What follows belongs to an exercise in optimizing a design on an open flow for small area, a short achievable clock period and few clock cycles per item; a production flow would make more cautious choices.
Where RTL was checked, it was by simulation tests only, not by an equivalence proof against the original.
Function not checked in run 3: the RTL went through the layout flow alone.
No activity file was given, so power comes from the tool's default toggle rates.

==> design/flow/design.v <==
`timescale 1ns/1ps
module MODULE_STATIC_PROCESS (
    input clk,
    input rst,
    input [3:0] state_info,
    input [11:0] read_from_aux,
    input [11:0] read_from_ram,
    output reg [11:0] write2aux,
    output reg [11:0] write2ram,
    output reg [9:0] write2aux_addr,
    output reg [9:0] read_from_aux_addr,
    output reg [18:0] write2ram_addr,
    output reg [18:0] read_from_ram_addr,
    output reg ena_write_ram,
    output done
);
localparam [2:0] S_IDLE = 3'd0, S_FILT = 3'd1, S_HCLR = 3'd2, S_HCNT = 3'd3,
                 S_TA   = 3'd4, S_TC   = 3'd5, S_TW   = 3'd6, S_DONE = 3'd7;
reg [2:0] state;
reg       done_r;
assign done = done_r;
reg [1:0] op;             
wire op_blur   = (op == 2'd2);
wire op_emboss = (op == 2'd3);
wire [18:0] t = read_from_ram_addr;
wire [9:0]  ra = read_from_aux_addr;
wire in_filt = (state == S_FILT);
wire in_hcnt = (state == S_HCNT);
reg [11:0] px;
wire [3:0] R = px[11:8], G = px[7:4], B = px[3:0];
wire [47:0]  hR_T, hB_T;
wire [63:0]  hG_T;
wire [111:0] rR_T, rG_T, rB_T;
genvar gi;
generate
  for (gi = 0; gi < 16; gi = gi + 1) begin : tabs
    assign hR_T[gi*3 +: 3] = (30 * gi) / 100;
    assign hG_T[gi*4 +: 4] = (59 * gi) / 100;
    assign hB_T[gi*3 +: 3] = (11 * gi) / 100;
    assign rR_T[gi*7 +: 7] = (30 * gi) % 100;
    assign rG_T[gi*7 +: 7] = (59 * gi) % 100;
    assign rB_T[gi*7 +: 7] = (11 * gi) % 100;
  end
endgenerate
wire [2:0] hR = hR_T[R*3 +: 3], hB = hB_T[B*3 +: 3];
wire [3:0] hG = hG_T[G*4 +: 4];
wire [6:0] rR = rR_T[R*7 +: 7], rG = rG_T[G*7 +: 7], rB = rB_T[B*7 +: 7];
wire [8:0] sr = rR + rG + rB;
wire c2 = (sr >= 9'd200), c1 = (sr >= 9'd100);
wire [6:0] m1 = c2 ? sr - 9'd200 : c1 ? sr - 9'd100 : sr;
wire [3:0] g1 = hR + hG + hB + {c2, c1 & ~c2};
wire [3:0] pg = g1;
wire [6:0] pm = m1;
reg [3:0] e8, e9;
integer j;
always @* begin
  e8 = 4'd0;
  e9 = 4'd0;
  for (j = 1; j < 9; j = j + 1) if (pm >= (100 * j + 8) / 9) e8 = j;
  for (j = 1; j < 8; j = j + 1) if (pm >= (100 * j + 7) / 8) e9 = j;
end
wire [3:0] e2 = (op == 2'd0) ? e8 : op[1] ? {1'b0, e9[3:1]} : e9;
reg [11:0] ea;
reg [3:0]  eg, ee;
reg        ez, ew;        
reg        row0;          
wire [3:0] nTg = ea[11:8], nMg = ea[7:4], nBg = eg;
wire       nTh = ea[3],    nMh = ea[1],   nBh = ee[1];
wire [3:0] nMe = op_blur ? {2'b00, ea[1:0]} : ea[3:0];
wire [4:0] sT = op_blur ? {nTg, nTh} : {1'b0, nTg};
wire [4:0] sM = op_blur ? {nMg, nMh} : {1'b0, nMg};
wire [4:0] sB = op_blur ? {nBg, nBh} : {1'b0, nBg};
wire [3:0] dT = nTg;
wire [6:0] pN = dT + sM + nBg;                            
wire [6:0] plN = ew ? 7'd0 : op_emboss ? {3'd0, dT} : pN;
wire [6:0] prN = ez ? 7'd0 : op_emboss ? {3'd0, nBg} : pN;
wire [6:0] udN = sT + sB;
reg  [7:0] vN;
always @* begin
  case (op)
    2'd0: vN = nMg * 4'd9 + nMe;
    2'd1: vN = {1'b0, nMg, nMe[2:0]};
    default: vN = {2'b00, nMg, nMe[1:0]};
  endcase
end
wire subL = ~op[1];               
wire subR = ~op_blur;
wire [8:0] wN = op_emboss ? 9'd8 : vN + ({2'b00, udN} ^ {9{subL}}) + {subL, subL};
wire [8:0] lN = {2'b00, plN} ^ {9{subL}};
wire [8:0] rN = {2'b00, prN} ^ {9{subR}};
reg [8:0] w1;
reg [8:0] pl1, pl0;
wire [8:0] tot = w1 + pl0 + rN;
wire [3:0] res = op_blur ? tot[7:4] : (tot[8] ? 4'd0 : tot[3:0]);
reg        cp;            
reg [3:0]  cpb;           
reg        hb1;           
reg [3:0]  hbb;           
reg        hv1, hv2;
wire [11:0] hbase = ({1'b0, ra[4:0]} == write2aux_addr[5:0]) ? write2aux : read_from_aux;
wire [12:0] hnew = hbase + 13'd1;
wire        hcarry = hv2 & ~ra[4] & hnew[12];
wire        hold = in_hcnt & cp;
wire        hclr_last = (state == S_HCLR) && (ra[4:0] == 5'd31);
wire [3:0]  bin = ra[3:0];
wire [9:0]  ra_inc = ra + {9'd0, in_tw ? bar_end : (in_filt | (state == S_HCLR))};
wire [12:0] t_lo = {1'b0, t[11:0]} + {12'd0, ~hold};
wire [6:0]  t_hi = t[18:12] + {6'd0, in_tw ? go_right : t_lo[12]};
wire [18:0] t_inc = {t_hi, t_lo[11:0]};
wire [11:0] dcnt = t[11:0];
wire [5:0]  col = t[17:12];
reg         tc1, dir;     
wire        in_tw = (state == S_TW);
wire        dok = ~dcnt[11];                        
wire [11:0] dm5 = dcnt - 12'd5;
wire        in_filt_ena = in_filt & ena_write_ram;
wire        bottom = (write2ram_addr[18:7] >= 12'd2395);    
wire        go_up = ~dir & dok & ~dm5[11];
wire        go_down = dir & ~bottom;
wire        go_right = ~go_up & ~go_down;
wire        bar_end = go_right & (col == 6'd39);
wire        wr_step = in_filt_ena | (in_tw & go_right);
wire [7:0]  wa_lo = {1'b0, write2ram_addr[6:0]} + {7'd0, wr_step};
wire [11:0] wa_hi = write2ram_addr[18:7] +
                    ((in_tw & go_up) ? -12'd5 : (in_tw & go_down) ? 12'd5 : {11'd0, wa_lo[7]});
wire [18:0] wa_next = {wa_hi, wa_lo[6:0]};
wire [11:0] dnext = (tc1 ? {1'b0, ea[3:0], dcnt[6:0]} : dcnt) +
                    ((in_tw & go_down) ? 12'd5 : (in_tw & go_right) ? 12'd0 : -12'd5);
wire [191:0] colour_T = {12'hFCC, 12'hFEE, 12'h9F9, 12'hEEF, 12'h8CF, 12'hFEB,
                         12'hBFF, 12'hFDB, 12'h9FF, 12'hFED, 12'hCFC, 12'hFFE,
                         12'h0F0, 12'hFFF, 12'hFF0, 12'hFFD};
wire [11:0] colour = colour_T[bin*12 +: 12];
localparam [18:0] T_WON  = 19'd643;       
localparam [18:0] T_WOFF = 19'd307201;    
localparam [18:0] T_HEND = 19'd307206;    
always @(posedge clk) begin
  px <= read_from_ram;
  ea <= read_from_aux;
  eg <= pg;
  ee <= e2;
  ez <= (ra == 10'd0);
  ew <= (ra == 10'd639);
  w1 <= wN;
  pl1 <= lN;
  pl0 <= pl1;
  hv2 <= hv1;
  hb1 <= hold;
  hbb <= cpb;
  cpb <= ra[3:0];
  cp <= in_hcnt & hcarry;
  hv1 <= hold | (in_hcnt & (t <= 19'd307198)) | hclr_last;
  case (state)
    S_FILT: write2ram <= {res, res, res};
    S_TA, S_TC, S_TW: write2ram <= colour;
    default: write2ram <= 12'd0;
  endcase
  case (state)
    S_FILT: begin
      write2aux_addr <= ra;
      write2aux <= {row0 ? 4'd0 : read_from_aux[7:4], pg,
                    op_blur ? {~row0 & read_from_aux[1], 1'b0, e2[1:0]} : e2};
    end
    S_HCLR: begin
      write2aux_addr <= ra;
      write2aux <= 12'd0;
    end
    default: begin
      write2aux_addr <= (in_hcnt & hv2) ? {5'd0, ra[4:0]} : 10'd32;
      write2aux <= hnew[11:0];
    end
  endcase
  case (state)
    S_FILT: begin
      read_from_ram_addr <= t_inc;
      read_from_aux_addr <= (t == 19'd0 || ra == 10'd639) ? 10'd0 : ra_inc;
      write2ram_addr <= wa_next;
    end
    S_HCLR: begin
      read_from_ram_addr <= 19'd0;
      read_from_aux_addr <= ra_inc;
      write2ram_addr <= 19'd0;
    end
    S_HCNT: begin
      read_from_ram_addr <= t_inc;
      write2ram_addr <= (t == T_HEND) ? 19'd306560 : t;
      read_from_aux_addr <= (t == T_HEND) ? 10'd0 : {5'd0, hb1, hb1 ? hbb : g1};
    end
    S_TA: begin
      read_from_aux_addr <= {5'd0, 1'b1, ra_inc[3:0]};
      read_from_ram_addr <= 19'd0;
      write2ram_addr <= wa_next;
    end
    S_TC: begin
      read_from_aux_addr <= {6'd0, ra_inc[3:0]};
      read_from_ram_addr <= {7'd0, read_from_aux_addr[4] ? {5'd0, ea[11:5]} : dnext};
      write2ram_addr <= wa_next;
    end
    S_TW: begin
      write2ram_addr <= wa_next;
      read_from_ram_addr <= {t_hi, dnext};
      read_from_aux_addr <= ra_inc;
    end
    default: begin
      read_from_aux_addr <= 10'd0;
      write2ram_addr <= 19'd0;
      read_from_ram_addr <= 19'd0;
    end
  endcase
  case (state)
    S_IDLE: begin
      row0 <= 1'b1;
      if (state_info[3]) op <= state_info[1:0];
    end
    S_FILT: if (t == 19'd640) row0 <= 1'b0;
    S_TA: begin
      tc1 <= 1'b1;
      dir <= 1'b0;
    end
    S_TC: if (!read_from_aux_addr[4]) tc1 <= 1'b0;
    S_TW: if (go_right) dir <= go_up | (~dir & dok);
    default: ;
  endcase
end
always @(posedge clk) begin
  if (!rst) begin
    state <= S_IDLE;
    done_r <= 1'b0;
    ena_write_ram <= 1'b0;
  end else begin
    case (state)
      S_IDLE:
        if (state_info[3] && !state_info[2]) state <= S_FILT;
        else if (state_info == 4'd12) state <= S_HCLR;
      S_FILT: begin
        if (t == T_WON) ena_write_ram <= 1'b1;
        if (t == T_WOFF) begin
          ena_write_ram <= 1'b0;
          done_r <= 1'b1;
          state <= S_DONE;
        end
      end
      S_HCLR:
        if (ra[4:0] == 5'd31) state <= S_HCNT;
      S_HCNT: begin
        ena_write_ram <= (t < 19'd307200);
        if (t == T_HEND) state <= S_TA;
      end
      S_TA: state <= S_TC;
      S_TC: if (!tc1) begin
        ena_write_ram <= ~dnext[11];
        state <= S_TW;
      end
      S_TW: begin
        ena_write_ram <= ~bar_end & (dir | dok);
        if (bar_end) begin
          if (bin == 4'd15) begin
            done_r <= 1'b1;
            state <= S_DONE;
          end else begin
            state <= S_TA;
          end
        end
      end
      S_DONE:
        if (!state_info[3]) begin
          done_r <= 1'b0;
          state <= S_IDLE;
        end
      default: ;
    endcase
  end
end
endmodule
==> design/flow/flow/run.sh <==
#!/bin/bash
# Standard ORFS layout, with timing repair asked to leave extra setup slack
# at the design's 29 ns clock (the margin ORFS documents for finding a
# design's minimum period without editing the SDC), and port buffers of a
# stronger cell than the default pick.
set -euo pipefail
bash standard.sh SETUP_SLACK_MARGIN=22 "BUFFER_PORTS_ARGS=-buffer_cell sky130_fd_sc_hd__buf_2" finish > standard.log 2>&1
==> design/flow/standard.sh <==
#!/bin/bash
# synth_recipe.tcl (not shown) runs the flow's synth.tcl, then flattens the netlist and writes it again
# the make line also repeats each setting of config.mk as NAME=value (left out here)
make -C /OpenROAD-flow-scripts/flow DESIGN_CONFIG=/design/flow/config.mk WORK_HOME=/design/flow/orfs CLKGATE_MAP_FILE= SYNTH_SCRIPT=/design/flow/synth_recipe.tcl "${@:-finish}"
==> design/flow/config.mk <==
export PLATFORM = sky130hd
export DESIGN_NAME = MODULE_STATIC_PROCESS
export DESIGN_NICKNAME = MODULE_STATIC_PROCESS
export VERILOG_FILES = /design/flow/design.v
export SDC_FILE = /design/flow/constraint.sdc
export NUM_CORES = 4
export LEC_CHECK = 0
export CAP_MARGIN = 20
export CORE_MARGIN = 2
export CORE_UTILIZATION = 62
export CTS_BUF_LIST = sky130_fd_sc_hd__clkbuf_8
export PLACE_DENSITY = 0.75
export SLEW_MARGIN = 20
==> design/flow/constraint.sdc <==
create_clock -name core_clock -period 29.0 [get_ports {clk}]
set_input_delay 5.8000 -clock core_clock [delete_from_list [all_inputs] [get_ports {clk}]]
set_output_delay 5.8000 -clock core_clock [all_outputs]
set_load 0.01 [all_outputs]
==> results of run 1 <==
## report_power, final
| part | internal (mW) | total (mW) | switching [mW] |
|---|---|---|---|
| clock | 0.0723 | 0.170 | 0.0974 |
| sequential | 0.268 | 0.311 | 0.0426 |
| combinational | 0.375 | 0.906 | 0.531 |
| total | 0.715 | 1.39 | 0.671 |
## area by class of cell
| type | instances | share of cell area (%) |
|---|---|---|
| diodes | 2 | 0.03982 |
| clock buffers | 17 | 1.862 |
| clock inverters | 15 | 1.304 |
| inverters | 123 | 3.674 |
| multi-input cells | 1037 | 59.96 |
| flip-flops and latches | 158 | 25.85 |
| well taps | 229 | 2.280 |
| repair buffers | 122 | 5.038 |
## cell families after synthesis
logic type                 count (synthesis)
and+or+nand+nor                          417
AOI/OAI and AO/OA                        338
buffers and inverters                    182
DFF                                      158
adders and majority gates                140
xor gates and xnor gates                 101
muxes                                     41
## Yosys cell counts (5+ instances only)
cell type    n  area (µm²)
ha_1       111        1389
o21bai_1     9       67.56
o31ai_1      8       60.06
a211oi_1     8       60.06
dfxtp_1    153        3063
nor2_1     102       382.9
xnor2_1     64       560.5
clkbuf_1    49       183.9
buf_1        7       26.28
fa_1        29       580.6
edfxtp_1     5       150.1
and2_1      25       156.4
nand3_1     25       125.1
o21ai_0    105       525.5
inv_1      120       450.4
or3_1        6       37.54
o21ai_1      7       35.03
nand2_1    140       525.5
xor2_1      35       306.5
nor3_1      21       105.1
a21oi_1     82       410.4
o21a_1       6       45.04
a22oi_1      9       67.56
a21o_1      24       180.2
and3_1       9       56.30
nor2b_1     25       156.4
o211ai_1     6       45.04
nand4_1     10       62.56
mux2i_1     32       320.3
mux2_2       8       90.09
nor4_1       6       37.54
nand2b_1    22       137.6
a31oi_1     13       81.33
o22ai_1     14       87.58
## through the flow
stage / instances / hold slack, ns / worst slack [ns] / cell area (µm²)
global route: 1702 / 0.3348 / 22.00 / 12560
floorplan: 1377 / 0.3096 / 21.89 / 11420
finish: 1703 / 0.3324 / 22.07 / 12570
detailed placement: 1666 / 0.3121 / 21.59 / 12090
CTS: 1698 / 0.3278 / 21.88 / 12510
global placement: 1666 / 0.3097 / 21.65 / 12090
## state kept, by name, summed over array words and instances, names as in the netlist, 9 cells and up
register,count
px,12
write2aux,12
ea,12
write2aux_addr,10
write2ram_addr,19
read_from_ram_addr,19
w1,9
write2ram,12
read_from_aux_addr,10
## repair_timing
| item | in CTS | in global routing |
|---|---|---|
| resized for setup | 16 | 10 |
| endpoints found under the hold margin | 0 | 0 |
| gates cloned | 0 | 0 |
| setup endpoints to repair | 15 | 10 |
| hold buffers | 0 | 0 |
| setup buffers | 0 | 3 |
| pin swaps | 0 | 0 |
## per-layer routing
| metal | GRT usage (%) | up-vias | wire length, µm |
|---|---|---|---|
| met3 | 6.263 | 67 | 1997 |
| met4 | 10.47 | 2 | 889 |
| met5 | 0 | - | 7 |
| met1 | 38.67 | 4672 | 12730 |
| met2 | 49.36 | 350 | 13520 |
| li1 | - | 4902 | - |
## worst max path at each step
| stage | endpoint | slack, ns | cells after the start |
|---|---|---|---|
| detailed placement | write2aux[10] | 21.59 | 9 |
| CTS | read_from_aux_addr[2] | 21.88 | 1 |
| global route | write2aux[10] | 22.00 | 9 |
| finish | read_from_aux_addr[4] | 22.07 | 1 |
| floorplan | write2aux[10] | 21.89 | 8 |
| global placement | write2aux[10] | 21.65 | 9 |
==> metrics.cfg, run 1 <==
[grt]
grt_pass1_vias=9453
grt_max_degree=38
antenna_found_initial=2
grt_usage_pct=29.79
grt_pass1_wl_mm=46.94
grt_overflow_total=0

[drt]
post_drt_wl_per_cell_um=17.12
ant_nets=0
dr.pass1.iters=6
wl_mm=29.15
dr_total_vias=9993
vias_per_cell=5.868
drtIter0Drc=723
drc_errors=0

[place]
portBuffers=113
place.gp.congestion=0.9410
hpwl_mm=22.08

[setup_path]
crit_start=read_from_aux_addr[4]
regToRegStartpoint=px[8]
critPathArrivalTime_ns=1.13
worstPathMaxFanout=10
cp_top_family=flip-flops
slowest_stage=dfxtp_2
crit_type=reg2out
r2r_setup_slack_ns=22.66
r2r-end=read_from_aux_addr[3]
end_kind=output pin
critPathMaxStageDelay_ns=0.48
cp-start-kind=register
crit_required_ns=23.20
worst-path-buf-inv=1
reg2reg_depth=21
cp_cell_sequence=buf_2

[logic_synthesis]
netlist_area_mm2=0.01139
postSynthAreaPerCell_um2=8.269
ys_ff_latch=158
synth_compound_area_share_pct=19.13
synth_cells=1377
synth_top_family_by_area=compound AO/OA/AOI/OAI gates
synthFlopType=dfxtp_1
synth_simple_gate_area_share_pct=17.49
synth.yosys.seq_area_share_pct=28.22
synth_fa_ha_area_share_pct=17.30
synth_edf_count=5
synth_xor_area_share_pct=8.000
ys_warn_count=1
async_flop_share_pct=0
synthDistinctLibCells=87
syn_nets=1547
synthMuxAreaShare_pct=3.802

[clock_tree]
clock_latency_ns=0.48
cts_sinks=158
htree_levels=4
path_clk_slew_ns=0.09
numCtsBuffers=17
max-clock-path-buffers=2
cts_tree=yes
root_buffer=clkbuf_8

[timing]
tns_ns=0
setup_viol=0
tightest_slew_ns=0.9364
fmaxAchievable_mhz=144.2
period_share_pct=23.91
rsz0062_at_grt=false
hold_viol=0
clock_skew_ns=0.01672
maxSlewHeadroom_pct=37.58
drv_slew=0
min_period_ns=6.934

[status]
status=timing/DRC/antenna clean

[floorplan]
io_pins=114
rows=49
chipWidth_um=139.5
start_util_pct=63.38
die_area_mm2=0.01946
die_h_um=139.5
coreArea_mm2=0.01796

[cells_and_area]
nets=1629
fillerInstances=1509
seqCellArea_mm2=0.003248
mostFrequentLayoutCell=nand2_1
areaGrowthSynthToFinish_pct=10.37
multi_input_area_mm2=0.007535
layout_common_cells=nand2_1, dfxtp_1, inv_1
drive_above_1_share_pct=14.61
final_util_pct=69.96

[power]
power.density_mw_per_mm2=110.3
p_leak_nw=5.855
vdd_drop_max_mv=0.07087
p_total_mw=1.386

[hold_path]
min_from=pl1[1]
hold_depth=0
hp-class=reg2reg
whs_endpoint=pl0[1]

[job]
cap_viol_max_count=0

Testbench counts, summed over its fixed seeds: cycles 5,411,422, frames 16.
==> run 2, diff against run 1 <==
--- a/design/flow/config.mk
+++ b/design/flow/config.mk
@@ -8,6 +8,6 @@
 export CAP_MARGIN = 20
 export CORE_MARGIN = 2
-export CORE_UTILIZATION = 62
+export CORE_UTILIZATION = 55
 export CTS_BUF_LIST = sky130_fd_sc_hd__clkbuf_8
-export PLACE_DENSITY = 0.75
+export PLACE_DENSITY = 0.7
 export SLEW_MARGIN = 20
==> metrics.cfg, run 2 <==
[drt]
drc_errors=0  ; unchanged
dr_total_vias=9858  ; -1.4%
vias_per_cell=5.649  ; -3.7%
dr.pass1.iters=5  ; -1
drtIter0Drc=592  ; -18%
wl_mm=29.58  ; +1.5%
ant_nets=0  ; unchanged
post_drt_wl_per_cell_um=16.95  ; -0.96%

[place]
hpwl_mm=22.41  ; +1.5%
portBuffers=113  ; unchanged
place.gp.congestion=0.9769  ; +3.8%

[logic_synthesis]
synthDistinctLibCells=87  ; unchanged
ys_ff_latch=158  ; unchanged
synth.yosys.seq_area_share_pct=28.22  ; unchanged
yosysTopAreaCell=dfxtp_1
async_flop_share_pct=0  ; unchanged
synthFlopType=dfxtp_1
netlist_area_mm2=0.01139  ; unchanged
yosysTopAreaCellShare_pct=26.90  ; unchanged
ys_warn_count=1  ; unchanged
synth_edf_count=5  ; unchanged
postSynthAreaPerCell_um2=8.269  ; unchanged
syn_nets=1547  ; unchanged
synth_common_cells=dfxtp_1, nand2_1, inv_1
yosysMostFrequentCell=dfxtp_1
synth_cells=1377  ; unchanged
synth_area_leaders=dfxtp_1, ha_1, fa_1

[power]
p_total_mw=1.389  ; +0.19%
power.density_mw_per_mm2=110.0  ; -0.28%
vdd_drop_max_mv=0.06146  ; -13%
p_leak_nw=5.858  ; about the same

[status]
status=timing/DRC/antenna clean

[grt]
grt_max_degree=38  ; unchanged
grt_pass1_vias=9467  ; +0.15%
grt_usage_pct=27.08  ; -2.7 points
grt_overflow_total=0  ; unchanged
grt_pass1_wl_mm=47.50  ; +1.2%
antenna_found_initial=3  ; +1

[timing]
timing.hold.ws_ns=0.3152  ; -0.01720 ns
min_period_ns=6.963  ; +0.02880 ns
setup_viol=0  ; unchanged
rsz0062_at_grt=false
drv_slew=0  ; unchanged
fmaxAchievable_mhz=143.6  ; -0.41%
tightest_slew_ns=1.036  ; +0.09953 ns
maxSlewHeadroom_pct=30.69  ; -6.9 points
clock_skew_ns=0.02071  ; +0.003984 ns
period_share_pct=24.01  ; +0.099 points
hold_viol=0  ; unchanged
tns_ns=0  ; unchanged

[clock_tree]
cts_sinks=158  ; unchanged
cts_tree=yes
htree_levels=4  ; unchanged
cts_hold_buf=0  ; unchanged
path_clk_slew_ns=0.11  ; +0.02 ns
root_buffer=clkbuf_8
max-clock-path-buffers=2  ; unchanged
clock_latency_ns=0.48  ; about the same
numCtsBuffers=17  ; unchanged

[hold_path]
min_from=pl1[4]
hold_depth=0  ; unchanged
hp-class=reg2reg

[setup_path]
cp-start-kind=register
regToRegStartpoint=px[8]
cp_cell_sequence=buf_2
crit_type=reg2out
worstPathMaxFanout=11  ; +1
slowest_stage=dfxtp_2
worst-path-stages=1  ; unchanged
cp_top_family=flip-flops
end_kind=output pin
worst-path-buf-inv=1  ; unchanged
critPathArrivalTime_ns=1.16  ; +0.03 ns
critPathMaxStageDelay_ns=0.49  ; about the same
crit_start=read_from_ram_addr[3]
reg2reg_depth=21  ; unchanged
crit_required_ns=23.20  ; about the same

[cells_and_area]
final_util_pct=62.20  ; -7.8 points
areaGrowthSynthToFinish_pct=10.90
mostFrequentLayoutCell=nand2_1
reg.largest.list=read_from_ram_addr: 19 flops, write2ram_addr: 19 flops
layout_common_cells=nand2_1, dfxtp_1, inv_1
nets=1629  ; unchanged
fillerInstances=1856  ; +23%
drive_above_1_share_pct=14.54  ; -0.068 points

[floorplan]
start_util_pct=56.09  ; -7.3 points
die_area_mm2=0.02187  ; +12%
coreArea_mm2=0.02030  ; +13%
rows=52  ; +6.1%
die_h_um=147.9  ; +6.0%
chipWidth_um=147.9  ; +6.0%
io_pins=114  ; unchanged

[job]
cap_viol_max_count=0  ; unchanged

run 2: cell count changes in the layout (fill, tap and decap cells not counted), sizes merged:
cell	delta
clkinv	+4
inv	-4
buf	+1
bufinv	-1
diode	+1
run 2: routing by layer:
metal | track usage, % | vias up | wire, µm
met5 | 0 | - | 7
met4 | 9.381 | 2 | 719
met3 | 5.216 | 44 | 1850
met2 | 44.28 | 287 | 13640
met1 | 36.00 | 4629 | 13370
li1 | - | 4896 | -
run 2: final timing paths:
check / end / slack, ns
setup / recovery: read_from_ram_addr[3] / 22.04
hold / removal: pl0[4] / 0.32
setup reg to reg: read_from_aux_addr[3] / 22.78
hold reg to reg: pl0[4] / 0.32
run 2: logic make-up after synthesis:
family | count (synthesis) | share of synthesized area (%)
buffers and inverters | 182 | 6.055
AOI/OAI and AO/OA | 338 | 19.13
muxes | 41 | 3.802
DFF | 158 | 28.22
xor gates and xnor gates | 101 | 8.000
adders and majority gates | 140 | 17.30
and+or+nand+nor | 417 | 17.49
run 2: layout make-up:
class / count / area [µm²] / share of cell area [%]
inverters: 123 / 461.7 / 3.656
repair buffers: 122 / 645.6 / 5.113
multi-input cells: 1037 / 7516 / 59.52
well taps: 270 / 337.8 / 2.675
diodes: 3 / 7.507 / 0.05945
flip-flops and latches: 158 / 3244 / 25.69
clock inverters: 14 / 166.4 / 1.318
clock buffers: 18 / 247.7 / 1.962
run 2: what timing repair did:
action	CTS	global route
hold endpoints to repair	0	0
setup endpoints to repair	16	8
buffers inserted	0	1
resized for setup	16	10
run 2: metrics by stage:
stage,setup slack (ns),std cells,instance area (µm²)
finish,22.04,1745,12630
global route,22.01,1743,12620
CTS,21.87,1741,12590
detailed placement,21.57,1709,12150
global placement,21.65,1709,12150
floorplan,21.89,1377,11420
run 2: where the power goes:
| part | switching (mW) | leakage (nW) | total [mW] | internal [mW] |
|---|---|---|---|---|
| logic | 0.532 | 4.34 | 0.906 | 0.374 |
| registers | 0.0421 | 1.31 | 0.310 | 0.268 |
| clock network | 0.104 | 0.208 | 0.172 | 0.0683 |
==> run 3, diff against run 2 <==
--- a/design/flow/design.v
+++ b/design/flow/design.v
@@ -89,7 +89,6 @@
 wire [8:0] lN = {2'b00, plN} ^ {9{subL}};
 wire [8:0] rN = {2'b00, prN} ^ {9{subR}};
-reg [8:0] w1;
-reg [8:0] pl1, pl0;
-wire [8:0] tot = w1 + pl0 + rN;
+reg [8:0] pl1, wl;
+wire [8:0] tot = wl + rN;
 wire [3:0] res = op_blur ? tot[7:4] : (tot[8] ? 4'd0 : tot[3:0]);
 reg        cp;            
@@ -141,7 +140,6 @@
   ez <= (ra == 10'd0);
   ew <= (ra == 10'd639);
-  w1 <= wN;
+  wl <= wN + pl1;
   pl1 <= lN;
-  pl0 <= pl1;
   hv2 <= hv1;
   hb1 <= hold;
==> metrics.cfg, run 3 <==
[status]
status=timing/DRC/antenna clean

[clock_tree]
root_buffer=clkbuf_8
cts_tree=yes
path_clk_slew_ns=0.09  ; -0.02 ns
clock_latency_ns=0.46  ; -0.02 ns
numCtsBuffers=17  ; unchanged
cts_hold_buf=0  ; unchanged
htree_levels=4  ; unchanged
max-clock-path-buffers=2  ; unchanged
cts_sinks=151  ; -4.4%

[hold_path]
min_from=cpb[0]
whs_endpoint=hbb[0]
hold_depth=0  ; unchanged
hp-class=reg2reg

[logic_synthesis]
async_flop_share_pct=0  ; unchanged
netlist_area_mm2=0.01118  ; -1.8%
ys_warn_count=1  ; unchanged
synthFlopType=dfxtp_1
synth_area_leaders=dfxtp_1, ha_1, xnor2_1
yosysMostFrequentCell=dfxtp_1
synth_cells=1347  ; -2.2%
postSynthAreaPerCell_um2=8.299  ; +0.36%
synth.yosys.seq_area_share_pct=27.49  ; -0.73 points
synthDistinctLibCells=80  ; -8.0%
ys_ff_latch=151  ; -4.4%
yosysTopAreaCell=dfxtp_1
yosysTopAreaCellShare_pct=26.15  ; -0.75 points
syn_nets=1520  ; -1.7%
synth_common_cells=dfxtp_1, nand2_1, ha_1
synth_edf_count=5  ; unchanged

[drt]
ant_nets=0  ; unchanged
post_drt_wl_per_cell_um=16.75  ; -1.2%
wl_mm=28.68  ; -3.0%
dr_total_vias=9815  ; -0.44%
drc_errors=0  ; unchanged
dr.pass1.iters=5  ; unchanged
vias_per_cell=5.733  ; +1.5%
drtIter0Drc=607  ; +2.5%

[floorplan]
chipWidth_um=146.6  ; -0.89%
die_h_um=146.6  ; -0.89%
io_pins=114  ; unchanged
coreArea_mm2=0.02010  ; -0.96%
rows=52  ; unchanged
start_util_pct=55.60  ; -0.49 points
die_area_mm2=0.02148  ; -1.8%

[cells_and_area]
multi_input_area_mm2=0.007599  ; +1.1%
areaGrowthSynthToFinish_pct=11.03
reg.largest.list=read_from_ram_addr: 19 flops, write2ram_addr: 19 flops
fillerInstances=1800  ; -3.0%
final_cells=1712  ; -1.9%
nets=1601  ; -1.7%
mostFrequentLayoutCell=nand2_1
seqCellArea_mm2=0.003103  ; -4.4%
layout_common_cells=nand2_1, dfxtp_1, ha_1
final_util_pct=61.73  ; -0.47 points
final_cell_area_mm2=0.01241  ; -1.7%
drive_above_1_share_pct=14.50  ; -0.034 points

[setup_path]
r2r_setup_slack_ns=22.76  ; -0.02 ns
cp_cell_sequence=buf_8 -> mux2i_4 -> or3_4 -> or4_4 -> nor3_4 -> xor2_1 -> o21ai_1
r2r-end=write2aux[0]
crit_type=in2reg
slowest_stage=or4_4
crit_required_ns=29.30  ; +6.10 ns
critPathMaxStageDelay_ns=0.53  ; +0.04 ns
critPathArrivalTime_ns=7.37  ; +6.21 ns
cp-start-kind=input port
worstPathMaxFanout=3  ; -8
end_kind=register
regToRegStartpoint=px[9]
reg2reg_depth=20  ; -4.8%

[power]
p_leak_nw=5.722  ; -2.3%
vdd_drop_max_mv=0.06733  ; +9.6%
power.density_mw_per_mm2=121.7  ; +11%
p_total_mw=1.510  ; +8.7%

[job]
cap_viol_max_count=0  ; unchanged

[place]
hpwl_mm=21.97  ; -2.0%
pre_cts_ws_ns=21.49  ; -0.07560 ns
post_dp_cell_area_mm2=0.01193  ; -1.8%
portBuffers=113  ; unchanged
place.gp.congestion=0.8951  ; -8.4%
dp.cells=1676  ; -1.9%

[grt]
grt_overflow_total=0  ; unchanged
grt_usage_pct=26.67  ; -0.42 points
grt_max_degree=34  ; -11%
antenna_found_initial=2  ; -1
grt_pass1_wl_mm=46.42  ; -2.3%
grt_pass1_vias=9360  ; -1.1%

[timing]
worst_slack_ns=21.93  ; -0.1025 ns
tightest_slew_ns=1.123  ; +0.08690 ns
hold_viol=0  ; unchanged
period_share_pct=24.36  ; +0.35 points
maxSlewHeadroom_pct=25.15  ; -5.5 points
drv_slew=0  ; unchanged
setup_viol=0  ; unchanged
min_period_ns=7.065  ; +0.1025 ns
tns_ns=0  ; unchanged
clock_skew_ns=0.01618  ; -0.004525 ns
fmaxAchievable_mhz=141.5  ; -1.5%
timing.hold.ws_ns=0.3338  ; +0.01860 ns
rsz0062_at_grt=true

run 3: cell types whose count changed after synthesis, moves of 5 or more:
cell      change
o21ai_1       -6
or3_1         +5
fa_1          -7
xnor2_1       +9
a21o_1        +8
nor2b_1      -10
a22o_1        +5
and2_1        -8
ha_1         +10
o21bai_1     +11
nand2b_1      -8
inv_1        -32
dfxtp_1       -7
run 3: kinds of logic (layout without fill, tap and decap cells):
logic type / after synthesis / in the layout / synth area share, %
buffers and inverters: 150 / 244 / 5.093
AO/OA/AOI/OAI: 354 / 354 / 20.42
flip-flops: 151 / 151 / 27.49
multiplexers: 40 / 40 / 3.862
adder cells (fa/ha/maj): 143 / 143 / 17.48
AND/OR/NAND/NOR: 395 / 395 / 16.59
XOR/XNOR: 114 / 114 / 9.067
other: 0 / 1 / 0
run 3: cell type report:
type / count / share of cell area, %
Multi-Input combinational cell: 1046 / 61.23
Sequential cell: 151 / 25.00
Timing Repair Buffer: 123 / 5.313
Tap cell: 270 / 2.722
Inverter: 89 / 2.692
Clock buffer: 17 / 1.885
Clock inverter: 15 / 1.139
Antenna cell: 1 / 0.02016
run 3: repair_timing:
item	4_1_cts	5_1_grt
setup endpoints to repair	11	13
pin swaps	0	3
gates resized for setup	11	21
setup buffers	0	3
run 3: worst max-delay path: cells and delay by family:
family	cells	cell delay [ns]
xor gates and xnor gates	1	0.18
buffers and inverters	1	0.08
muxes	1	0.06
and+or+nand+nor	3	1.16
AOI/OAI and AO/OA	1	0.08
run 3: where the power goes:
group / total (mW) / switching [mW] / internal (mW) / leakage (nW)
sequential: 0.316 / 0.0499 / 0.266 / 1.25
clock: 0.159 / 0.0890 / 0.0698 / 0.192
combinational: 1.04 / 0.602 / 0.434 / 4.28
run 3: per-layer routing:
layer | vias to the layer above | GRT usage (%) | routed length, µm
met1 | 4628 | 35.73 | 13040
met2 | 279 | 44.62 | 13580
li1 | 4877 | - | -
met4 | 0 | 8.107 | 474
met3 | 31 | 4.000 | 1587
met5 | - | 0 | 0
run 3: worst max path at each step:
| stage | slack, ns | cells past startpoint | start | endpoint |
|---|---|---|---|---|
| detailed placement | 21.49 | 7 | read_from_aux[2] | write2aux[9] |
| global placement | 21.56 | 7 | read_from_aux[0] | write2aux[11] |
| CTS | 21.88 | 1 | read_from_aux_addr[3] | read_from_aux_addr[3] |
| finish | 21.93 | 7 | read_from_aux[2] | write2aux[9] |
| floorplan | 21.83 | 6 | read_from_aux[0] | write2aux[9] |
| global route | 21.89 | 7 | read_from_aux[2] | write2aux[9] |
==> run 4, diff against run 3 <==
--- a/design/flow/design.v
+++ b/design/flow/design.v
@@ -89,6 +89,7 @@
 wire [8:0] lN = {2'b00, plN} ^ {9{subL}};
 wire [8:0] rN = {2'b00, prN} ^ {9{subR}};
-reg [8:0] pl1, wl;
-wire [8:0] tot = wl + rN;
+reg [8:0] w1;
+reg [8:0] pl1, pl0;
+wire [8:0] tot = w1 + pl0 + rN;
 wire [3:0] res = op_blur ? tot[7:4] : (tot[8] ? 4'd0 : tot[3:0]);
 reg        cp;            
@@ -140,6 +141,7 @@
   ez <= (ra == 10'd0);
   ew <= (ra == 10'd639);
-  wl <= wN + pl1;
+  w1 <= wN;
   pl1 <= lN;
+  pl0 <= pl1;
   hv2 <= hv1;
   hb1 <= hold;
--- a/design/flow/flow/run.sh
+++ b/design/flow/flow/run.sh
@@ -5,3 +5,3 @@
 # stronger cell than the default pick.
 set -euo pipefail
-bash standard.sh SETUP_SLACK_MARGIN=22 "BUFFER_PORTS_ARGS=-buffer_cell sky130_fd_sc_hd__buf_2" finish > standard.log 2>&1
+bash standard.sh SETUP_SLACK_MARGIN=22 "BUFFER_PORTS_ARGS=-buffer_cell sky130_fd_sc_hd__buf_1" finish > standard.log 2>&1
==> metrics.cfg, run 4 <==
[logic_synthesis]
postSynthAreaPerCell_um2=8.269  ; -0.36%
yosysTopAreaCellShare_pct=26.90  ; +0.75 points
yosysTopAreaCell=dfxtp_1
synth_cells=1377  ; +2.2%
ys_warn_count=1  ; unchanged
ys_ff_latch=158  ; +4.6%
async_flop_share_pct=0  ; unchanged
syn_nets=1547  ; +1.8%
netlist_area_mm2=0.01139  ; +1.9%
synthDistinctLibCells=87  ; +8.8%
synth_area_leaders=dfxtp_1, ha_1, fa_1
synth.yosys.seq_area_share_pct=28.22  ; +0.73 points
yosysMostFrequentCell=dfxtp_1
synthFlopType=dfxtp_1
synth_common_cells=dfxtp_1, nand2_1, inv_1
synth_edf_count=5  ; unchanged

[cells_and_area]
final_cells=1741  ; +1.7%
seqCellArea_mm2=0.003259  ; +5.0%
diodes=0  ; -1
final_cell_area_mm2=0.01258  ; +1.4%
nets=1628  ; +1.7%
final_util_pct=61.97  ; +0.24 points
mostFrequentLayoutCell=nand2_1
layout_common_cells=nand2_1, dfxtp_1, inv_1
drive_above_1_share_pct=7.614  ; -6.9 points
areaGrowthSynthToFinish_pct=10.48
reg.largest.list=read_from_ram_addr: 19 flops, write2ram_addr: 19 flops
fillerInstances=1815  ; +0.83%
multi_input_area_mm2=0.007557  ; -0.54%

[timing]
maxSlewHeadroom_pct=25.89  ; +0.74 points
worst_slack_ns=22.02  ; +0.08230 ns
timing.hold.ws_ns=0.3347  ; +0.0009240 ns
tightest_slew_ns=1.102  ; -0.02128 ns
min_period_ns=6.983  ; -0.08230 ns
period_share_pct=24.08  ; -0.28 points
fmaxAchievable_mhz=143.2  ; +1.2%
rsz0062_at_grt=true
drv_slew=0  ; unchanged
hold_viol=0  ; unchanged
tns_ns=0  ; unchanged
setup_viol=0  ; unchanged
clock_skew_ns=0.02157  ; +0.005385 ns

[setup_path]
crit_start=read_from_aux_addr[2]
critPathArrivalTime_ns=1.18  ; -6.19 ns
cp_top_family=flip-flops
cp_cell_sequence=buf_1
worst-path-buf-inv=1  ; unchanged
end_kind=output pin
regToRegStartpoint=px[8]
cp-start-kind=register
reg2reg_depth=21  ; +5.0%
critPathMaxStageDelay_ns=0.51  ; -0.02 ns
slowest_stage=dfxtp_4
worst-path-stages=1  ; -6
r2r-end=read_from_aux_addr[3]
endpoint=read_from_aux_addr[2]
crit_required_ns=23.20  ; -6.10 ns
worstPathMaxFanout=26  ; +23
crit_type=reg2out
r2r_setup_slack_ns=22.63  ; -0.13 ns

[floorplan]
die_h_um=147.9  ; +0.90%
die_area_mm2=0.02187  ; +1.8%
io_pins=114  ; unchanged
rows=52  ; unchanged
chipWidth_um=147.9  ; +0.90%
coreArea_mm2=0.02030  ; +0.97%
start_util_pct=56.09  ; +0.49 points

[hold_path]
hold_depth=0  ; unchanged
hp-class=reg2reg

[drt]
ant_nets=0  ; unchanged
drc_errors=0  ; unchanged
dr.pass1.iters=6  ; +1
drtIter0Drc=670  ; +10%
wl_mm=29.77  ; +3.8%
dr_total_vias=9918  ; +1.0%
vias_per_cell=5.697  ; -0.63%
post_drt_wl_per_cell_um=17.10  ; +2.1%

[clock_tree]
htree_levels=4  ; unchanged
cts_tree=yes
path_clk_slew_ns=0.11  ; +0.02 ns
cts_sinks=158  ; +4.6%
numCtsBuffers=17  ; unchanged
root_buffer=clkbuf_8
clock_latency_ns=0.49  ; +0.03 ns
cts_hold_buf=0  ; unchanged
max-clock-path-buffers=2  ; unchanged

[place]
dp.cells=1708  ; +1.9%
portBuffers=113  ; unchanged
post_dp_cell_area_mm2=0.01201  ; +0.63%
hpwl_mm=22.51  ; +2.4%
pre_cts_ws_ns=21.55  ; +0.05740 ns
place.gp.congestion=0.9279  ; +3.7%

[status]
status=timing/DRC/antenna clean

[power]
p_leak_nw=5.453  ; -4.7%
vdd_drop_max_mv=0.06116  ; -9.2%
power.density_mw_per_mm2=111.5  ; -8.4%
p_total_mw=1.403  ; -7.1%

[grt]
grt_pass1_wl_mm=48.42  ; +4.3%
antenna_found_initial=0  ; -2
grt_max_degree=38  ; +12%
grt_overflow_total=0  ; unchanged
grt_pass1_vias=9569  ; +2.2%
grt_usage_pct=27.59  ; +0.92 points

[job]
cap_viol_max_count=0  ; unchanged

run 4: changes by cell type after synthesis, moves of 7 or more:
cell / change
nand2b_1: +8
xnor2_1: -9
o21bai_1: -11
and2_1: +8
fa_1: +7
inv_1: +32
nor2b_1: +10
dfxtp_1: +7
a21o_1: -8
ha_1: -10
run 4: how the worst min path moves through the flow:
stage,end,start
6_report,pl0[2],pl1[2]
5_1_grt,pl0[5],pl1[5]
4_1_cts,pl0[2],pl1[2]
3_5_place_dp,hbb[1],cpb[1]
3_3_place_gp,pl0[1],pl1[1]
2_1_floorplan,hbb[0],cpb[0]
run 4: layer usage:
layer | track usage, % | part of all wire, % | up-vias
met5 | 0 | 0 | -
met4 | 8.190 | 1.8 | 0
met3 | 6.235 | 7.2 | 45
met2 | 45.60 | 46 | 301
met1 | 36.24 | 45 | 4664
li1 | - | - | 4908
run 4: area by class of cell:
cell class              count  share of cell area [%]
clock buffers              17                   1.860
inverters                 123                   3.670
flip-flops and latches    158                   25.91
multi-input cells        1037                   60.08
repair buffers            121                   4.088
well taps                 270                   2.685
clock inverters            15                   1.711
run 4: power by group:
group          switching (mW)  total [mW]  internal [mW]
Clock                   0.103       0.179         0.0753
Combinational           0.537       0.911          0.374
Sequential             0.0441       0.313          0.269
run 4: repair_timing:
action / 4_1_cts / 5_1_grt
resized for setup: 17 / 31
setup buffers: 0 / 1
pin swaps: 0 / 3
setup endpoints to repair: 15 / 17
run 4: kinds of logic after synthesis:
logic type	Yosys count	synth area share, %
and+or+nand+nor	417	17.49
AOI/OAI and AO/OA	338	19.13
DFF	158	28.22
adders and majority gates	140	17.30
buffers and inverters	182	6.055
xor gates and xnor gates	101	8.000
muxes	41	3.802
run 4: worst register-to-register path, stage by stage (launching register included):
cell and delay [ns]:
dfxtp_1 0.44, inv_1 0.16, ha_1 0.35, mux2_2 0.27, o21ai_0 0.29, fa_1 0.50
fa_1 0.49, xnor2_1 0.45, clkinv_1 0.43, ha_1 0.33, inv_1 0.04, o21ai_0 0.10
a31o_2 0.30, a21oi_4 0.31, a21oi_1 0.16, ha_1 0.24, ha_1 0.19, fa_1 0.37
xnor2_1 0.15, xnor2_1 0.39, mux2i_1 0.17, o22ai_1 0.16
Testbench counts of run 4, summed over its fixed seeds: cycles 5,411,422, frames 16.
==> run 5, diff against run 4 <==
--- a/design/flow/design.v
+++ b/design/flow/design.v
@@ -62,9 +62,10 @@
 wire [3:0] e2 = (op == 2'd0) ? e8 : op[1] ? {1'b0, e9[3:1]} : e9;
 reg [11:0] ea;
-reg [3:0]  eg, ee;
+reg [3:0]  eg;
+reg        ee1;           
 reg        ez, ew;        
 reg        row0;          
 wire [3:0] nTg = ea[11:8], nMg = ea[7:4], nBg = eg;
-wire       nTh = ea[3],    nMh = ea[1],   nBh = ee[1];
+wire       nTh = ea[3],    nMh = ea[1],   nBh = ee1;
 wire [3:0] nMe = op_blur ? {2'b00, ea[1:0]} : ea[3:0];
 wire [4:0] sT = op_blur ? {nTg, nTh} : {1'b0, nTg};
@@ -104,8 +105,4 @@
 wire        hclr_last = (state == S_HCLR) && (ra[4:0] == 5'd31);
 wire [3:0]  bin = ra[3:0];
-wire [9:0]  ra_inc = ra + {9'd0, in_tw ? bar_end : (in_filt | (state == S_HCLR))};
-wire [12:0] t_lo = {1'b0, t[11:0]} + {12'd0, ~hold};
-wire [6:0]  t_hi = t[18:12] + {6'd0, in_tw ? go_right : t_lo[12]};
-wire [18:0] t_inc = {t_hi, t_lo[11:0]};
 wire [11:0] dcnt = t[11:0];
 wire [5:0]  col = t[17:12];
@@ -120,4 +117,8 @@
 wire        go_right = ~go_up & ~go_down;
 wire        bar_end = go_right & (col == 6'd39);
+wire [9:0]  ra_inc = ra + {9'd0, in_tw ? bar_end : (in_filt | (state == S_HCLR))};
+wire [12:0] t_lo = {1'b0, t[11:0]} + {12'd0, ~hold};
+wire [6:0]  t_hi = t[18:12] + {6'd0, in_tw ? go_right : t_lo[12]};
+wire [18:0] t_inc = {t_hi, t_lo[11:0]};
 wire        wr_step = in_filt_ena | (in_tw & go_right);
 wire [7:0]  wa_lo = {1'b0, write2ram_addr[6:0]} + {7'd0, wr_step};
@@ -138,5 +139,5 @@
   ea <= read_from_aux;
   eg <= pg;
-  ee <= e2;
+  ee1 <= e2[1];
   ez <= (ra == 10'd0);
   ew <= (ra == 10'd639);
@@ -166,5 +167,5 @@
     end
     default: begin
-      write2aux_addr <= (in_hcnt & hv2) ? {5'd0, ra[4:0]} : 10'd32;
+      write2aux_addr <= (in_hcnt & hv2) ? ra : 10'd32;
       write2aux <= hnew[11:0];
     end
--- a/design/flow/flow/run.sh
+++ b/design/flow/flow/run.sh
@@ -5,3 +5,3 @@
 # stronger cell than the default pick.
 set -euo pipefail
-bash standard.sh SETUP_SLACK_MARGIN=22 "BUFFER_PORTS_ARGS=-buffer_cell sky130_fd_sc_hd__buf_1" finish > standard.log 2>&1
+bash standard.sh SETUP_SLACK_MARGIN=21.8 "BUFFER_PORTS_ARGS=-buffer_cell sky130_fd_sc_hd__buf_2" finish > standard.log 2>&1
==> metrics.cfg, run 5 <==
[status]
status=timing/DRC/antenna clean

[timing]
min_period_ns=7.116  ; +0.1324 ns
setup_viol=0  ; unchanged
rsz0062_at_grt=false
clock_skew_ns=0.01673  ; -0.004837 ns
period_share_pct=24.54  ; +0.46 points
maxSlewHeadroom_pct=36.52  ; +11 points
tightest_slew_ns=0.9502  ; -0.1513 ns
tns_ns=0  ; unchanged
drv_slew=0  ; unchanged
timing.hold.ws_ns=0.3193  ; -0.01544 ns
hold_viol=0  ; unchanged
fmaxAchievable_mhz=140.5  ; -1.9%

[floorplan]
coreArea_mm2=0.02017  ; -0.64%
start_util_pct=56.00  ; -0.085 points
chipWidth_um=147.3  ; -0.39%
io_pins=114  ; unchanged
die_area_mm2=0.02170  ; -0.77%
die_h_um=147.3  ; -0.39%
rows=52  ; unchanged

[grt]
grt_pass1_wl_mm=47.09  ; -2.8%
grt_pass1_vias=9247  ; -3.4%
grt_max_degree=36  ; -5.3%
grt_usage_pct=27.07  ; -0.51 points
grt_overflow_total=0  ; unchanged
antenna_found_initial=4  ; +4

[logic_synthesis]
async_flop_share_pct=0  ; unchanged
synth_cells=1334  ; -3.1%
synth_simple_gate_area_share_pct=17.46  ; -0.038 points
synth_xor_area_share_pct=7.743  ; -0.26 points
yosysTopAreaCellShare_pct=27.12  ; +0.21 points
synthFlopType=dfxtp_1
synth.yosys.seq_area_share_pct=28.44  ; +0.23 points
yosysTopAreaCell=dfxtp_1
synth_compound_area_share_pct=19.30  ; +0.16 points
synth_edf_count=5  ; unchanged
netlist_area_mm2=0.01130  ; -0.79%
yosysMostFrequentCell=dfxtp_1
synth_fa_ha_area_share_pct=17.66  ; +0.36 points
synthDistinctLibCells=84  ; -3.4%
synth_area_leaders=dfxtp_1, ha_1, fa_1
ys_ff_latch=158  ; unchanged
ys_warn_count=1  ; unchanged
synth_common_cells=dfxtp_1, nand2_1, ha_1
synth_top_family_by_area=compound AO/OA/AOI/OAI gates
synthMuxAreaShare_pct=4.098  ; +0.30 points
syn_nets=1506  ; -2.7%
postSynthAreaPerCell_um2=8.468  ; +2.4%

[clock_tree]
numCtsBuffers=17  ; unchanged
root_buffer=clkbuf_8
cts_hold_buf=0  ; unchanged
clock_latency_ns=0.48  ; about the same
cts_sinks=158  ; unchanged
htree_levels=4  ; unchanged
path_clk_slew_ns=0.10  ; about the same
cts_tree=yes
max-clock-path-buffers=2  ; unchanged

[setup_path]
slowest_stage=dfxtp_1
worst-path-buf-inv=1  ; unchanged
critPathArrivalTime_ns=1.32  ; +0.14 ns
crit_required_ns=23.20  ; about the same
cp-start-kind=register
crit_type=reg2out
worstPathMaxFanout=10  ; -62%
cp_top_family=flip-flops
critPathMaxStageDelay_ns=0.62  ; +0.11 ns
end_kind=output pin
r2r_setup_slack_ns=22.42  ; -0.21 ns
cp_cell_sequence=buf_2

[power]
p_clk_share_pct=12.9  ; +0.2 points
p_seq_share_pct=23.4  ; +1.1 points
p_int_mw=0.7225  ; +0.65%
p_leak_nw=5.737  ; +5.2%
switching_power_mw=0.6678  ; -2.5%
p_comb_share_pct=63.7  ; -1.3 points
vdd_drop_max_mv=0.05941  ; -2.9%
power.density_mw_per_mm2=111.5  ; about the same
switching_share_pct=48.03  ; -0.78 points

[hold_path]
hp-class=reg2reg

[place]
hpwl_mm=22.12  ; -1.7%
dp.cells=1668  ; -2.3%
place.gp.congestion=0.9423  ; +1.6%
post_dp_cell_area_mm2=0.01202  ; +0.16%
portBuffers=113  ; unchanged

[cells_and_area]
drive_above_1_share_pct=13.29  ; +5.7 points
fillerInstances=1819  ; +0.22%
areaGrowthSynthToFinish_pct=10.40  ; about the same
reg.largest.list=read_from_ram_addr: 19 flops, write2ram_addr: 19 flops
layout_common_cells=dfxtp_1, nand2_1, ha_1, buf_2, nor2_1
final_cells=1703  ; -2.2%
nets=1589  ; -2.4%
mostFrequentLayoutCell=dfxtp_1
final_cell_area_mm2=0.01247  ; -0.87%

[drt]
wl_mm=28.83  ; -3.2%
wl_met2_mm=12.90  ; -6.3%
drc_errors=0  ; unchanged
post_drt_wl_per_cell_um=16.93  ; -1.0%
top_layer=met5
dr_total_vias=9874  ; -0.44%
dr_wl_met3_mm=1.901  ; -11%
drtIter0Drc=866  ; +29%
ant_nets=0  ; unchanged
dr.pass1.iters=5  ; -1
vias_per_cell=5.798  ; +1.8%
wl_met1_mm=13.43  ; +0.96%

[job]
cap_viol_max_count=0  ; unchanged

-- run 5: cell count changes in the layout (fill, tap and decap cells not counted), moves of 16 or more --
cell | before | now
buf_2 | 1 | 113
o21ai_0 | 105 | 77
buf_1 | 109 | 0
dfxtp_1 | 130 | 151
inv_1 | 119 | 101
a22o_1 | 1 | 17
-- run 5: worst paths after layout --
| kind | start | to | depth (start not counted) |
|---|---|---|---|
| setup / recovery | read_from_ram_addr[3] | read_from_ram_addr[3] | 1 |
| hold / removal | pl1[7] | pl0[7] | 0 |
| setup reg to reg | px[8] | read_from_aux_addr[3] | 24 |
| hold reg to reg | pl1[7] | pl0[7] | 0 |
-- run 5: logic make-up after synthesis --
logic type | after synthesis
adder cells (fa/ha/maj) | 142
XOR/XNOR | 99
AO/OA/AOI/OAI | 331
multiplexers | 41
buffers and inverters | 157
AND/OR/NAND/NOR | 406
flip-flops | 158
-- run 5: final cells by class --
| cell class | count | area [µm²] | share of cell area (%) |
|---|---|---|---|
| well taps | 270 | 337.8 | 2.709 |
| inverters | 103 | 386.6 | 3.100 |
| clock inverters | 15 | 200.2 | 1.605 |
| flip-flops and latches | 158 | 3218 | 25.81 |
| clock buffers | 17 | 234.0 | 1.876 |
| diodes | 3 | 7.507 | 0.06020 |
| repair buffers | 118 | 603.1 | 4.836 |
| multi-input cells | 1019 | 7483 | 60.01 |
-- run 5: worst reg2reg max path, delay by kind of cell (launching register included) --
family	cells	cell delay, ns
DFF	1	0.46
xor gates and xnor gates	4	1.02
buffers and inverters	6	0.74
and+or+nand+nor	1	0.25
muxes	2	0.63
adders and majority gates	7	2.32
AOI/OAI and AO/OA	4	1.09
-- run 5: power groups by stage --
| stage | sequential [mW] | clock, mW | combinational, mW |
|---|---|---|---|
| after floorplan | 0.312 | 0 | 0.684 |
| after global placement | 0.328 | 0 | 0.867 |
| after detailed placement | 0.328 | 0 | 0.873 |
| after CTS | 0.324 | 0.182 | 0.883 |
| after global routing | 0.331 | 0.190 | 1.01 |
| final | 0.325 | 0.179 | 0.886 |
-- run 5: repair_timing --
| item | CTS | global route |
|---|---|---|
| gates resized for setup | 2 | 1 |
| endpoints found under the setup margin | 2 | 1 |
| buffers inserted | 0 | 0 |
-- run 5: metrics by stage --
step / utilization, % / setup WS (ns) / power (mW)
after global placement: 59.62 / 21.53 / 1.195
after global routing: 61.82 / 21.82 / 1.528
after CTS: 61.78 / 21.86 / 1.389
after detailed placement: 59.62 / 21.49 / 1.202
final: 61.83 / 21.88 / 1.390
after floorplan: - / 21.83 / 0.9959
-- run 5: layer usage --
layer	up-vias	global-route usage, %
met2	293	42.06
li1	4869	-
met5	-	0
met4	2	7.885
met3	40	6.491
met1	4670	37.63
Testbench counts of run 5, summed over its fixed seeds: cycles 5,411,422, frames 16.
==> run 6, diff against run 5 <==
--- a/design/flow/flow/run.sh
+++ b/design/flow/flow/run.sh
@@ -5,3 +5,3 @@
 # stronger cell than the default pick.
 set -euo pipefail
-bash standard.sh SETUP_SLACK_MARGIN=21.8 "BUFFER_PORTS_ARGS=-buffer_cell sky130_fd_sc_hd__buf_2" finish > standard.log 2>&1
+bash standard.sh SETUP_SLACK_MARGIN=22 "BUFFER_PORTS_ARGS=-buffer_cell sky130_fd_sc_hd__buf_2" finish > standard.log 2>&1
--- a/design/flow/config.mk
+++ b/design/flow/config.mk
@@ -8,6 +8,6 @@
 export CAP_MARGIN = 20
 export CORE_MARGIN = 2
-export CORE_UTILIZATION = 55
+export CORE_UTILIZATION = 62
 export CTS_BUF_LIST = sky130_fd_sc_hd__clkbuf_8
-export PLACE_DENSITY = 0.7
+export PLACE_DENSITY = 0.75
 export SLEW_MARGIN = 20
==> metrics.cfg, run 6 <==
[status]
status=timing/DRC/antenna clean

[setup_path]
worst-path-buf-inv=1  ; unchanged
cp-start-kind=register
cp_top_family=flip-flops
worstPathMaxFanout=7  ; -3
r2r_setup_slack_ns=22.45  ; +0.03 ns
critPathMaxStageDelay_ns=0.51  ; -0.11 ns
crit_required_ns=23.20  ; about the same
cp_cell_sequence=buf_2
critPathArrivalTime_ns=1.16  ; -0.16 ns
crit_type=reg2out
slowest_stage=dfxtp_1
end_kind=output pin

[timing]
maxSlewHeadroom_pct=34.38  ; -2.1 points
rsz0062_at_grt=false
tightest_slew_ns=0.9843  ; +0.03411 ns
clock_skew_ns=0.02146  ; +0.004732 ns
min_period_ns=6.964  ; -0.1512 ns
worst_slack_ns=22.04  ; +0.1512 ns
period_share_pct=24.01  ; -0.52 points
setup_viol=0  ; unchanged
fmaxAchievable_mhz=143.6  ; +2.2%
tns_ns=0  ; unchanged
drv_slew=0  ; unchanged
hold_viol=0  ; unchanged

[logic_synthesis]
synth_simple_gate_area_share_pct=17.46  ; unchanged
synth_common_cells=dfxtp_1, nand2_1, ha_1
synthFlopType=dfxtp_1
synth_cells=1334  ; unchanged
postSynthAreaPerCell_um2=8.468  ; unchanged
syn_nets=1506  ; unchanged
yosysTopAreaCell=dfxtp_1
ys_ff_latch=158  ; unchanged
ys_warn_count=1  ; unchanged
synth_top_family_by_area=compound AO/OA/AOI/OAI gates
async_flop_share_pct=0  ; unchanged
synthMuxAreaShare_pct=4.098  ; unchanged
synth.yosys.seq_area_share_pct=28.44  ; unchanged
synth_compound_area_share_pct=19.30  ; unchanged
yosysTopAreaCellShare_pct=27.12  ; unchanged
yosysMostFrequentCell=dfxtp_1
synth_xor_area_share_pct=7.743  ; unchanged
netlist_area_mm2=0.01130  ; unchanged
synthDistinctLibCells=84  ; unchanged
synth_area_leaders=dfxtp_1, ha_1, fa_1
synth_edf_count=5  ; unchanged
synth_fa_ha_area_share_pct=17.66  ; unchanged

[power]
switching_share_pct=48.91  ; +0.88 points
power.density_mw_per_mm2=111.6  ; about the same
p_clk_share_pct=12.3  ; -0.6 points
vdd_drop_max_mv=0.08465  ; +42%
switching_power_mw=0.6820  ; +2.1%
p_seq_share_pct=23.3  ; about the same
p_comb_share_pct=64.3  ; +0.6 points
p_leak_nw=5.752  ; +0.27%
p_int_mw=0.7122  ; -1.4%

[grt]
antenna_found_initial=1  ; -3
grt_max_degree=36  ; unchanged
grt_usage_pct=29.84  ; +2.8 points
grt_pass1_vias=9315  ; +0.74%
grt_overflow_total=0  ; unchanged
grt_pass1_wl_mm=47.15  ; +0.15%

[drt]
top_layer=met4
dr_total_vias=9971  ; +0.98%
drtIter0Drc=895  ; +3.3%
post_drt_wl_per_cell_um=17.52  ; +3.5%
wl_met2_mm=13.28  ; +3.0%
ant_nets=0  ; unchanged
vias_per_cell=6.003  ; +3.5%
drc_errors=0  ; unchanged
dr.pass1.iters=6  ; +1
wl_met1_mm=13.05  ; -2.8%
dr_wl_met3_mm=2.204  ; +16%
wl_mm=29.10  ; +0.95%

[floorplan]
io_pins=114  ; unchanged
die_h_um=139.0  ; -5.7%
coreArea_mm2=0.01790  ; -11%
chipWidth_um=139.0  ; -5.7%
die_area_mm2=0.01932  ; -11%
rows=49  ; -5.8%
start_util_pct=63.10  ; +7.1 points

[place]
portBuffers=113  ; unchanged
pre_cts_ws_ns=21.58  ; +0.09130 ns
place.gp.congestion=0.9332  ; -0.97%
hpwl_mm=21.94  ; -0.81%

[cells_and_area]
areaGrowthSynthToFinish_pct=10.61
nets=1591  ; +0.13%
drive_above_1_share_pct=15.36  ; +2.1 points
layout_common_cells=dfxtp_1, nand2_1, buf_2
final_util_pct=69.79  ; +8.0 points
mostFrequentLayoutCell=dfxtp_1
reg.largest.list=read_from_ram_addr: 19 flops, write2ram_addr: 19 flops
diodes=0  ; -3
fillerInstances=1517  ; -17%

[clock_tree]
root_buffer=clkbuf_8
clock_latency_ns=0.48  ; about the same
max-clock-path-buffers=2  ; unchanged
path_clk_slew_ns=0.11  ; about the same
htree_levels=4  ; unchanged
numCtsBuffers=17  ; unchanged
cts_tree=yes
cts_hold_buf=0  ; unchanged
cts_sinks=158  ; unchanged

[hold_path]
hp-class=reg2reg

[job]
cap_viol_max_count=0  ; unchanged

==> run 6: through the flow <==
step | instances | power (mW) | hold slack [ns] | area (µm²)
after floorplan | 1334 | 0.9989 | 0.3096 | 11320
after global placement | 1626 | 1.195 | 0.3107 | 11980
after detailed placement | 1626 | 1.208 | 0.3136 | 11980
after CTS | 1658 | 1.388 | 0.3339 | 12430
after global routing | 1661 | 1.520 | 0.3437 | 12490
final | 1661 | 1.394 | 0.3323 | 12490
==> run 6: logic make-up after synthesis <==
family	after synthesis
buf+inv	157
mux	41
flops	158
fa+ha+maj	142
compound gates	331
simple gates	406
xor+xnor	99
==> run 6: timing repair <==
item,4_1_cts,5_1_grt
endpoints found under the setup margin,15,22
buffers inserted,0,2
resized for setup,16,14
cloned,0,1
==> run 6: final timing paths <==
check             cells after the start                     to             startpoint
setup / recovery                      1  read_from_ram_addr[8]  read_from_ram_addr[8]
hold reg to reg                       0                 hbb[2]                 cpb[2]
setup reg to reg                     26  read_from_aux_addr[3]                  px[8]
hold / removal                        0                 hbb[2]                 cpb[2]
==> run 6: area by class of cell <==
type,count,area (µm²),area share (%)
multi-input cells,1019,7526,60.23
flip-flops and latches,158,3246,25.98
repair buffers,119,610.6,4.887
inverters,103,394.1,3.154
well taps,229,286.5,2.293
clock buffers,17,234.0,1.873
clock inverters,15,192.7,1.542
repair inverters,1,5.005,0.04006
==> run 6: routing by layer <==
| layer | GRT usage, % | vias up |
|---|---|---|
| li1 | - | 4863 |
| met2 | 47.84 | 372 |
| met5 | 0 | - |
| met3 | 6.802 | 48 |
| met4 | 8.081 | 0 |
| met1 | 40.80 | 4688 |
==> run 6: power groups by stage <==
stage	clock network [mW]	registers [mW]	logic, mW
2_1_floorplan	0	0.312	0.687
3_3_place_gp	0	0.327	0.868
3_5_place_dp	0	0.327	0.880
4_1_cts	0.175	0.325	0.889
5_1_grt	0.183	0.331	1.01
6_report	0.172	0.325	0.897
==> run 7, diff against run 6 <==
--- a/design/flow/config.mk
+++ b/design/flow/config.mk
@@ -8,6 +8,6 @@
 export CAP_MARGIN = 20
 export CORE_MARGIN = 2
-export CORE_UTILIZATION = 62
+export CORE_UTILIZATION = 55
 export CTS_BUF_LIST = sky130_fd_sc_hd__clkbuf_8
-export PLACE_DENSITY = 0.75
+export PLACE_DENSITY = 0.7
 export SLEW_MARGIN = 20
==> metrics.cfg, run 7 <==
[floorplan]
io_pins=114  ; unchanged
die_area_mm2=0.02170  ; +12%
die_h_um=147.3  ; +6.0%
coreArea_mm2=0.02017  ; +13%
chipWidth_um=147.3  ; +6.0%
rows=52  ; +6.1%
start_util_pct=56.00  ; -7.1 points

[timing]
hold_viol=0  ; unchanged
tightest_slew_ns=1.018  ; +0.03364 ns
timing.hold.ws_ns=0.3291  ; -0.003262 ns
clock_skew_ns=0.02074  ; -0.0007271 ns
fmaxAchievable_mhz=143.8  ; +0.18%
maxSlewHeadroom_pct=32.00  ; -2.4 points
tns_ns=0  ; unchanged
min_period_ns=6.952  ; -0.01240 ns
setup_viol=0  ; unchanged
period_share_pct=23.97  ; -0.043 points
drv_slew=0  ; unchanged
rsz0062_at_grt=false

[cells_and_area]
areaGrowthSynthToFinish_pct=11.00
reg.largest.list=read_from_ram_addr: 19 flops, write2ram_addr: 19 flops
nets=1591  ; unchanged
layout_common_cells=dfxtp_1, nand2_1, buf_2
final_util_pct=62.17  ; -7.6 points
mostFrequentLayoutCell=dfxtp_1
final_cell_area_mm2=0.01254  ; +0.35%
drive_above_1_share_pct=15.15  ; -0.21 points

[power]
p_total_mw=1.400  ; +0.39%
p_int_mw=0.7198  ; +1.1%
p_comb_share_pct=64.1  ; -0.2 points
p_seq_share_pct=23.3  ; about the same
p_leak_nw=5.755  ; about the same
switching_share_pct=48.58  ; -0.34 points
switching_power_mw=0.6799  ; -0.30%
p_clk_share_pct=12.5  ; +0.2 points
power.density_mw_per_mm2=111.6  ; about the same
vdd_drop_max_mv=0.05723  ; -32%

[setup_path]
r2r-end=write2ram[5]
endpoint=read_from_ram_addr[1]
slowest_stage=dfxtp_2
worstPathMaxFanout=11  ; +4
end_kind=output pin
cp_cell_sequence=buf_2
regToRegStartpoint=op[0]
cp-start-kind=register
crit_type=reg2out
critPathMaxStageDelay_ns=0.48  ; -0.03 ns
r2r_setup_slack_ns=22.45  ; about the same
cp_top_family=flip-flops
crit_required_ns=23.20  ; about the same
worst-path-stages=1  ; unchanged
crit_start=read_from_ram_addr[1]
worst-path-buf-inv=1  ; unchanged
reg2reg_depth=26  ; unchanged
critPathArrivalTime_ns=1.15  ; about the same

[logic_synthesis]
synth_area_leaders=dfxtp_1, ha_1, fa_1
yosysTopAreaCell=dfxtp_1
ys_ff_latch=158  ; unchanged
ys_warn_count=1  ; unchanged
async_flop_share_pct=0  ; unchanged
synth_edf_count=5  ; unchanged
syn_nets=1506  ; unchanged
synth_cells=1334  ; unchanged
synthDistinctLibCells=84  ; unchanged
netlist_area_mm2=0.01130  ; unchanged
postSynthAreaPerCell_um2=8.468  ; unchanged
synth_common_cells=dfxtp_1, nand2_1, ha_1
synth.yosys.seq_area_share_pct=28.44  ; unchanged
yosysTopAreaCellShare_pct=27.12  ; unchanged
yosysMostFrequentCell=dfxtp_1
synthFlopType=dfxtp_1

[clock_tree]
max-clock-path-buffers=2  ; unchanged
numCtsBuffers=17  ; unchanged
root_buffer=clkbuf_8
cts_tree=yes
cts_sinks=158  ; unchanged
clock_latency_ns=0.48  ; about the same
path_clk_slew_ns=0.10  ; about the same
htree_levels=4  ; unchanged

[hold_path]
hp-class=reg2reg

[drt]
wl_met2_mm=13.36  ; +0.59%
drtIter0Drc=788  ; -12%
dr_total_vias=9972  ; +0.010%
post_drt_wl_per_cell_um=17.27  ; -1.4%
wl_mm=29.43  ; +1.1%
top_layer=met5
dr.pass1.iters=7  ; +1
dr_wl_met3_mm=1.798  ; -18%
drc_errors=0  ; unchanged
wl_met1_mm=13.70  ; +5.0%
vias_per_cell=5.852  ; -2.5%
ant_nets=0  ; unchanged

[grt]
grt_usage_pct=27.24  ; -2.6 points
antenna_found_initial=3  ; +2
grt_pass1_wl_mm=47.66  ; +1.1%
grt_max_degree=36  ; unchanged
grt_overflow_total=0  ; unchanged
grt_pass1_vias=9347  ; +0.34%

[place]
post_dp_cell_area_mm2=0.01203  ; +0.43%
place.gp.congestion=0.8944  ; -4.2%
portBuffers=113  ; unchanged
hpwl_mm=22.20  ; +1.2%

[job]
cap_viol_max_count=0  ; unchanged

[status]
status=timing/DRC/antenna clean

-- run 7: cell counts after synthesis --
Identical to the previous run, type by type.
-- run 7: worst register-to-register path: cells and delay by family, from the launching register on --
| kind | cells | cell delay (ns) |
|---|---|---|
| adders and majority gates | 5 | 1.83 |
| AOI/OAI and AO/OA | 10 | 1.82 |
| buffers and inverters | 5 | 1.19 |
| and+or+nand+nor | 3 | 0.60 |
| xor gates and xnor gates | 2 | 0.46 |
| DFF | 1 | 0.34 |
| muxes | 1 | 0.20 |
-- run 7: kinds of logic (layout without fill, tap and decap cells) --
kind of cell	Yosys count	count (layout)	synth area share [%]
AND/OR/NAND/NOR	406	406	17.46
AO/OA/AOI/OAI	331	331	19.30
flip-flops	158	158	28.44
buffers and inverters	157	255	5.306
adder cells (fa/ha/maj)	142	142	17.66
XOR/XNOR	99	99	7.743
multiplexers	41	41	4.098
other	0	2	0
-- run 7: worst min path at each step --
stage	startpoint	end	slack, ns	cells past startpoint
finish	pl1[5]	pl0[5]	0.33	0
global route	pl1[5]	pl0[5]	0.33	0
CTS	pl1[5]	pl0[5]	0.33	0
detailed placement	pl1[7]	pl0[7]	0.31	0
global placement	pl1[7]	pl0[7]	0.31	0
floorplan	cpb[0]	hbb[0]	0.31	0
-- run 7: area by class of cell --
type	instances	area (µm²)
Antenna cell	2	5.005
Clock buffer	17	234.0
Clock inverter	15	188.9
Fill cell	1824	7631
Inverter	103	390.4
Multi-Input combinational cell	1019	7522
Sequential cell	158	3244
Tap cell	270	337.8
Timing Repair Buffer	119	610.6
Timing Repair inverter	1	5.005
-- run 7: layer usage --
layer	track usage (%)	vias up
met5	0	-
met4	7.452	2
met3	5.559	49
met2	43.15	331
met1	37.95	4743
li1	-	4847
-- run 7: power by group through the flow --
stage	Combinational [mW]	Sequential [mW]	Clock [mW]
5_1_grt	1.00	0.333	0.185
4_1_cts	0.885	0.326	0.177
2_1_floorplan	0.687	0.312	0
3_5_place_dp	0.875	0.329	0
3_3_place_gp	0.863	0.330	0
6_report	0.898	0.327	0.175
-- run 7: metrics by stage --
stage                     setup slack (ns)  std cells
after global placement               21.64       1667
after detailed placement             21.63       1667
after CTS                            21.88       1699
after global routing                 22.00       1704
final                                22.05       1704
after floorplan                      21.85       1334
-- run 7: what timing repair did --
item,in CTS,in global routing
resized for setup,15,12
setup buffers,0,2
setup endpoints to repair,14,21
gates cloned,0,1
hold buffers,0,0
